Context: an optimization exercise on an open-source flow, tuned for small area. The choices shown serve that exercise and are no tape-out recipe.
Only simulation tests tie the RTL to the original design; equivalence was not proved.

==> run.sh <==
#!/bin/bash
# synth_recipe.tcl (not shown) runs the flow's synth.tcl, then flattens the netlist and writes it again
# the make line also repeats each setting of config.mk as NAME=value (left out here)
make -C /OpenROAD-flow-scripts/flow DESIGN_CONFIG=/design/flow/config.mk WORK_HOME=/design/flow/orfs CLKGATE_MAP_FILE= SYNTH_SCRIPT=/design/flow/synth_recipe.tcl finish
==> config.mk <==
export PLATFORM = sky130hd
export DESIGN_NAME = CORDIC_tanInv_sqrt
export DESIGN_NICKNAME = CORDIC_tanInv_sqrt
export VERILOG_FILES = /design/flow/design.v
export SDC_FILE = /design/flow/constraint.sdc
export NUM_CORES = 4
export LEC_CHECK = 0
export CAP_MARGIN = 20
export CORE_MARGIN = 2
export CORE_UTILIZATION = 45
export SLEW_MARGIN = 20
==> constraint.sdc <==
create_clock -name core_clock -period 7.0 [get_ports {clk}]
set_input_delay 1.4000 -clock core_clock [delete_from_list [all_inputs] [get_ports {clk}]]
set_output_delay 1.4000 -clock core_clock [all_outputs]
set_load 0.01 [all_outputs]
==> design.v <==
module CORDIC_tanInv_sqrt(
    output [15:0] X0,   
    output [15:0] Y0,   
    output [15:0] Z0,   
    input  [15:0] Xin,
    input  [15:0] Yin,
    input  [15:0] Zin,   
    input  clk
);
    wire signed [15:0] x_reg [15:0];
    wire signed [15:0] y_reg [15:0];
    wire signed [15:0] z_reg [15:0];
    wire [15:0] x_reg_sh [15:0];
    wire [15:0] y_reg_sh [15:0];
    wire [15:0] sum_x [15:0];
    wire [15:0] sum_y [15:0];
    wire [15:0] sum_z [15:0];
    wire [15:0] y_co;
    wire [15:0] alpha[15:0];
    assign alpha[0]  = 16'h1921;
    assign alpha[1]  = 16'h0ed6;
    assign alpha[2]  = 16'h07d6;
    assign alpha[3]  = 16'h03fa;
    assign alpha[4]  = 16'h01ff;
    assign alpha[5]  = 16'h00ff;
    assign alpha[6]  = 16'h007f;
    assign alpha[7]  = 16'h003f;
    assign alpha[8]  = 16'h001f;
    assign alpha[9]  = 16'h000f;
    assign alpha[10] = 16'h0007;
    assign alpha[11] = 16'h0003;
    assign alpha[12] = 16'h0001;
    assign alpha[13] = 16'h0001;
    assign alpha[14] = 16'h0001;
    assign alpha[15] = 16'h0000;
    Register rx0(x_reg[0], Xin, clk);
    Register ry0(y_reg[0], Yin, clk);
    Register rz0(z_reg[0], Zin, clk);
    assign x_reg_sh[0] = x_reg[0] >>> 0;
    assign y_reg_sh[0] = y_reg[0] >>> 0;
    not n0(y_co[0], y_reg[0][15]);   
    adder_sub ax0(sum_x[0], , x_reg[0], y_reg_sh[0], y_reg[0][15]);
    adder_sub ay0(sum_y[0], , y_reg[0], x_reg_sh[0], y_co[0]);
    adder_sub az0(sum_z[0], , z_reg[0], alpha[0], y_reg[0][15]);
    genvar i;
    generate
        for (i=1; i<16; i=i+1) begin : vectoring_stages
            Register rx(x_reg[i], sum_x[i-1], clk);
            Register ry(y_reg[i], sum_y[i-1], clk);
            Register rz(z_reg[i], sum_z[i-1], clk);
            assign x_reg_sh[i] = x_reg[i] >>> i;
            assign y_reg_sh[i] = y_reg[i] >>> i;
            not yn(y_co[i], y_reg[i][15]);
            adder_sub ax(sum_x[i], , x_reg[i], y_reg_sh[i], y_reg[i][15]);
            adder_sub ay(sum_y[i], , y_reg[i], x_reg_sh[i], y_co[i]);
            adder_sub az(sum_z[i], , z_reg[i], alpha[i], y_reg[i][15]);
        end
    endgenerate
    Register rx16(X0, sum_x[15], clk);
    Register ry16(Y0, sum_y[15], clk);
    Register rz16(Z0, sum_z[15], clk);
endmodule
module adder_sub(
    output signed [15:0] sum,
    output               carry,     
    input  signed [15:0] in1,
    input  signed [15:0] in2,
    input                cin        
);
    assign carry = 0;   
    assign sum = cin ? (in1 - in2) : (in1 + in2);
endmodule
module Register(
    output reg [15:0] q,
    input      [15:0] d,
    input             clk
);
    always @(posedge clk) begin
        q <= d;
    end
endmodule
==> flow_results.xml <==
<?xml version="1.0" encoding="UTF-8"?>
<metrics>
  <group name="critical_path">
    <metric name="register_to_register_path_depth" unit="">13</metric>
    <metric name="critical_path_class" unit="">flip-flop to flip-flop</metric>
    <metric name="endpoint" unit="">vectoring_stages[12].ry.q[15]</metric>
    <metric name="setup.worst_path.end_class" unit="">flip-flop</metric>
    <metric name="path_cells" unit="">buf_4 &gt; clkinv_1 &gt; nor2_1 &gt; a21oi_1 &gt; ha_1 &gt; a21oi_1 &gt; o21ai_0 &gt; and3_1 &gt; a221o_1 &gt; a21oi_1 &gt; o21ai_1 &gt; a2111oi_0 &gt; nor3_1</metric>
    <metric name="worstSetupStartpoint" unit="">vectoring_stages[11].ry.q[15]</metric>
    <metric name="crit_slowest_cell" unit="">sky130_fd_sc_hd__a2111oi_0</metric>
    <metric name="r2r-end" unit="">vectoring_stages[12].ry.q[15]</metric>
    <metric name="cp_data_arrival_time" unit="ns">4.21</metric>
    <metric name="worst-endpoint-required" unit="ns">7.54</metric>
    <metric name="r2r_start" unit="">vectoring_stages[11].ry.q[15]</metric>
    <metric name="timing.critical_path.mode_cell" unit="">sky130_fd_sc_hd__a21oi_1</metric>
    <metric name="crit_family" unit="">compound AO/OA/AOI/OAI gates</metric>
    <metric name="worst-path-max-fanout" unit="">30</metric>
    <metric name="reg2reg_slack" unit="ns">3.33</metric>
    <metric name="timing.critical_path.depth" unit="">13</metric>
    <metric name="slowest_stage_delay_cp" unit="ns">0.43</metric>
    <metric name="crit_buf_inv" unit="">2</metric>
    <metric name="timing.critical_path.from_type" unit="">flip-flop</metric>
  </group>
  <group name="flow_run">
    <metric name="drv.max_cap_violation_count" unit="">0</metric>
  </group>
  <group name="clock_network">
    <metric name="post-cts-setup-buffer-count" unit="">0</metric>
    <metric name="cts-resized-gates" unit="">0</metric>
    <metric name="cts_buffer_depth" unit="">3</metric>
    <metric name="clock_latency" unit="ns">0.68</metric>
    <metric name="path_clk_slew" unit="ns">0.06</metric>
    <metric name="clock_tree_root_buffer_cell" unit="">sky130_fd_sc_hd__clkbuf_16</metric>
    <metric name="tritoncts" unit="">built</metric>
    <metric name="holdBufCountCts" unit="">0</metric>
    <metric name="cts.sink_count" unit="">815</metric>
    <metric name="cts_htree_levels" unit="">3</metric>
    <metric name="clock_buffer_count_from_cts" unit="">92</metric>
  </group>
  <group name="logic_synthesis">
    <metric name="synth-warning-count" unit="">2</metric>
    <metric name="mappedNetlistArea" unit="mm²">0.0522</metric>
    <metric name="fraction_of_the_mapped_netlist_area_in_compound_gates" unit="%">19.8</metric>
    <metric name="synthesis.nets" unit="">6668</metric>
    <metric name="synth_top_family_by_area" unit="">adder cells</metric>
    <metric name="synth.yosys.seq_area_share" unit="%">31.2</metric>
    <metric name="synth-edff-count" unit="">0</metric>
    <metric name="post_synthesis_cell_count" unit="">5796</metric>
    <metric name="postSynthAreaPerCell" unit="µm²">9.01</metric>
    <metric name="synth-simple-area-share" unit="%">11.9</metric>
    <metric name="synth_ff_type" unit="">sky130_fd_sc_hd__dfxtp_1</metric>
    <metric name="ys_ff_latch" unit="">815</metric>
    <metric name="post_synth_num_cell_types" unit="">80</metric>
    <metric name="yosys-mux-area-fraction" unit="%">0.807</metric>
    <metric name="ys_async_sr_fraction" unit="%">0</metric>
    <metric name="synthXorXnorAreaFrac" unit="%">13.0</metric>
    <metric name="adder_cell_fraction_of_synth_area" unit="%">20.4</metric>
  </group>
  <group name="global_route">
    <metric name="grt_pass1_vias" unit="">39100</metric>
    <metric name="grt_max_degree" unit="">53</metric>
    <metric name="grt.overflow.total" unit="">0</metric>
    <metric name="grt_pass1_wl" unit="µm">191000</metric>
    <metric name="grt_use_total" unit="%">19.3</metric>
    <metric name="number_of_antenna_violations_at_the_first_check_in_global_routing" unit="">3</metric>
  </group>
  <group name="sta">
    <metric name="post-route-min-period" unit="ns">3.67</metric>
    <metric name="final_min_period_over_clock_period" unit="%">52.4</metric>
    <metric name="rsz0062_at_grt" unit="">false</metric>
    <metric name="final.setup.worst_slack" unit="ns">3.33</metric>
    <metric name="finalHoldViolCount" unit="">0</metric>
    <metric name="worstMarginPinSlew" unit="ns">1.06</metric>
    <metric name="highest_attainable_clock_frequency" unit="GHz">0.273</metric>
    <metric name="finalSetupViolCount" unit="">0</metric>
    <metric name="finalSetupTns" unit="ns">0</metric>
    <metric name="max_slew_margin" unit="%">29.0</metric>
    <metric name="timing.clock.skew" unit="ns">0.0262</metric>
    <metric name="finalMaxSlewViolations" unit="">0</metric>
  </group>
  <group name="place">
    <metric name="gp_congestion" unit="">0.870</metric>
    <metric name="placedInstanceArea" unit="mm²">0.0550</metric>
    <metric name="dp.final_hpwl" unit="µm">93600</metric>
    <metric name="place_ws" unit="ns">3.32</metric>
    <metric name="placement.io_buffers" unit="">96</metric>
  </group>
  <group name="routing">
    <metric name="detail_route.wirelength" unit="µm">116000</metric>
    <metric name="routed_via_density" unit="">5.32</metric>
    <metric name="drt_drc_violations_left" unit="">0</metric>
    <metric name="routedWlPerCell" unit="µm">15.4</metric>
    <metric name="ant_nets" unit="">0</metric>
    <metric name="drtPass1Iterations" unit="">5</metric>
    <metric name="drt_first_iter_violations" unit="">1814</metric>
    <metric name="num_vias" unit="">40100</metric>
  </group>
  <group name="floorplanning">
    <metric name="initial_utilization" unit="%">45.5</metric>
    <metric name="io-pin-count" unit="">97</metric>
    <metric name="fp.dieArea" unit="mm²">0.119</metric>
    <metric name="row_cnt" unit="">124</metric>
    <metric name="fp.dieW" unit="µm">345</metric>
    <metric name="die_height" unit="µm">345</metric>
    <metric name="core-area" unit="mm²">0.115</metric>
  </group>
  <group name="cells_and_area">
    <metric name="nNetsFinal" unit="">6809</metric>
    <metric name="final_layout_size_suffix_gt1_share" unit="%">3.68</metric>
    <metric name="fillCellCount" unit="">10800</metric>
    <metric name="layout_commonest_cell" unit="">sky130_fd_sc_hd__dfxtp_1</metric>
    <metric name="highest_count_cells_in_the_layout_ignoring_fill_and_taps" unit="">814 x sky130_fd_sc_hd__dfxtp_1, 775 x sky130_fd_sc_hd__ha_1, 589 x sky130_fd_sc_hd__a21oi_1, 527 x sky130_fd_sc_hd__xnor2_1, 437 x sky130_fd_sc_hd__nor2_1</metric>
    <metric name="finish.instance_area" unit="mm²">0.0581</metric>
    <metric name="layout-area-overhead-vs-synth" unit="%">11.3</metric>
  </group>
  <group name="worst_hold_path">
    <metric name="worst_hold_path_type" unit="">flip-flop to flip-flop</metric>
  </group>
  <group name="outcome">
    <metric name="run_status" unit="">finished clean</metric>
  </group>
</metrics>
==> stage by stage <==
step	util [%]	hold slack, ns	std cells
2_1_floorplan	-	0.310	5796
3_3_place_gp	47.9	0.312	7355
3_5_place_dp	47.9	0.312	7355
4_1_cts	50.7	0.324	7524
5_1_grt	50.7	0.325	7525
6_report	50.7	0.319	7526
==> worst min-delay path by stage <==
stage                            startpoint                     endpoint  slack (ns)  cells after the start
2_1_floorplan  vectoring_stages[15].rz.q[0]                    rz16.q[0]        0.31                      0
3_3_place_gp    vectoring_stages[3].rz.q[0]  vectoring_stages[4].rz.q[0]        0.31                      0
3_5_place_dp   vectoring_stages[15].rz.q[2]                    rz16.q[2]        0.31                      0
4_1_cts        vectoring_stages[15].rz.q[1]                    rz16.q[1]        0.32                      0
5_1_grt        vectoring_stages[15].rz.q[9]                    rz16.q[9]        0.32                      0
6_report       vectoring_stages[15].rz.q[1]                    rz16.q[1]        0.32                      0
==> Yosys cell counts (16+ instances only) <==
library cell	instances	area, µm²
sky130_fd_sc_hd__mux2i_1	23	230
sky130_fd_sc_hd__o21a_1	121	908
sky130_fd_sc_hd__and3_1	47	294
sky130_fd_sc_hd__o31a_1	20	175
sky130_fd_sc_hd__ha_1	775	9700
sky130_fd_sc_hd__nand2b_1	102	638
sky130_fd_sc_hd__a211oi_1	46	345
sky130_fd_sc_hd__nor2_1	437	1640
sky130_fd_sc_hd__a21o_1	226	1700
sky130_fd_sc_hd__mux2_2	17	191
sky130_fd_sc_hd__nand4_1	22	138
sky130_fd_sc_hd__or3_1	35	219
sky130_fd_sc_hd__fa_1	48	961
sky130_fd_sc_hd__nor2b_1	75	469
sky130_fd_sc_hd__and2_1	17	106
sky130_fd_sc_hd__o21ai_0	301	1510
sky130_fd_sc_hd__o21bai_1	59	443
sky130_fd_sc_hd__xor2_1	246	2150
sky130_fd_sc_hd__inv_1	330	1240
sky130_fd_sc_hd__nand2_1	271	1020
sky130_fd_sc_hd__o41ai_1	23	201
sky130_fd_sc_hd__a21oi_1	589	2950
sky130_fd_sc_hd__nor4_1	37	231
sky130_fd_sc_hd__nor3_1	108	541
sky130_fd_sc_hd__nand3_1	78	390
sky130_fd_sc_hd__dfxtp_1	815	16300
sky130_fd_sc_hd__or4_1	16	120
sky130_fd_sc_hd__o211ai_1	30	225
sky130_fd_sc_hd__a211o_1	18	158
sky130_fd_sc_hd__xnor2_1	527	4620
sky130_fd_sc_hd__a31oi_1	57	357
sky130_fd_sc_hd__clkbuf_1	53	199
==> layer usage <==
metal / up-vias / wire length, µm / track usage, %
li1: 20900 / - / -
met1: 18400 / 51800 / 23.1
met2: 554 / 56900 / 35.4
met3: 200 / 3310 / 2.45
met4: 2 / 3980 / 6.68
met5: - / 13 / 0
==> flip-flops by register name, summed over array words and instances (netlist names) <==
register and flops:
rx16.q 16, rx0.q 16, vectoring_stages.ry.q 240, rz16.q 16, vectoring_stages.rx.q 239, ry0.q 16, vectoring_stages.rz.q 240, rz0.q 16
ry16.q 16
==> area by class of cell <==
type | count | area [µm²] | share of cell area, %
multi-input cells | 4582 | 34400 | 59.2
flip-flops and latches | 815 | 16300 | 28.1
clock buffers | 119 | 2560 | 4.41
well taps | 1512 | 1890 | 3.25
inverters | 333 | 1250 | 2.15
repair buffers | 113 | 1090 | 1.87
clock inverters | 50 | 608 | 1.05
diodes | 2 | 5.00 | 0.00861
==> cell families after synthesis <==
family                   count (synthesis)
XOR/XNOR                               773
buffers and inverters                  399
AND/OR/NAND/NOR                       1294
flip-flops                             815
multiplexers                            40
AO/OA/AOI/OAI                         1652
adder cells (fa/ha/maj)                823

what the ideal ports hide:
The results above use ideal ports. As a check the final layout listed here was re-extracted and re-timed, cells and wires unchanged. Step 1: set_driving_cell puts a clkbuf_16 on clk and a buf_2 on each other input, an assumption about the parent block. Step 2 also shifts input and output timing later by t, the mid clock arrival at the registers, as if the neighbouring blocks saw the same clock. Slacks: no drivers / after step 1 / after step 2; pairs: no drivers / after step 1.
shift t [ns]: 0.740
setup WS [ns]: 3.335 / 3.335 / 3.335
worst setup path after step 2: register to register
worst slew at a driven data input, ns: 0.07
After both steps setup and hold are still met in this run. The setup slack of this run moves by 0.000 ns with the drivers and by 0.000 ns with both steps.
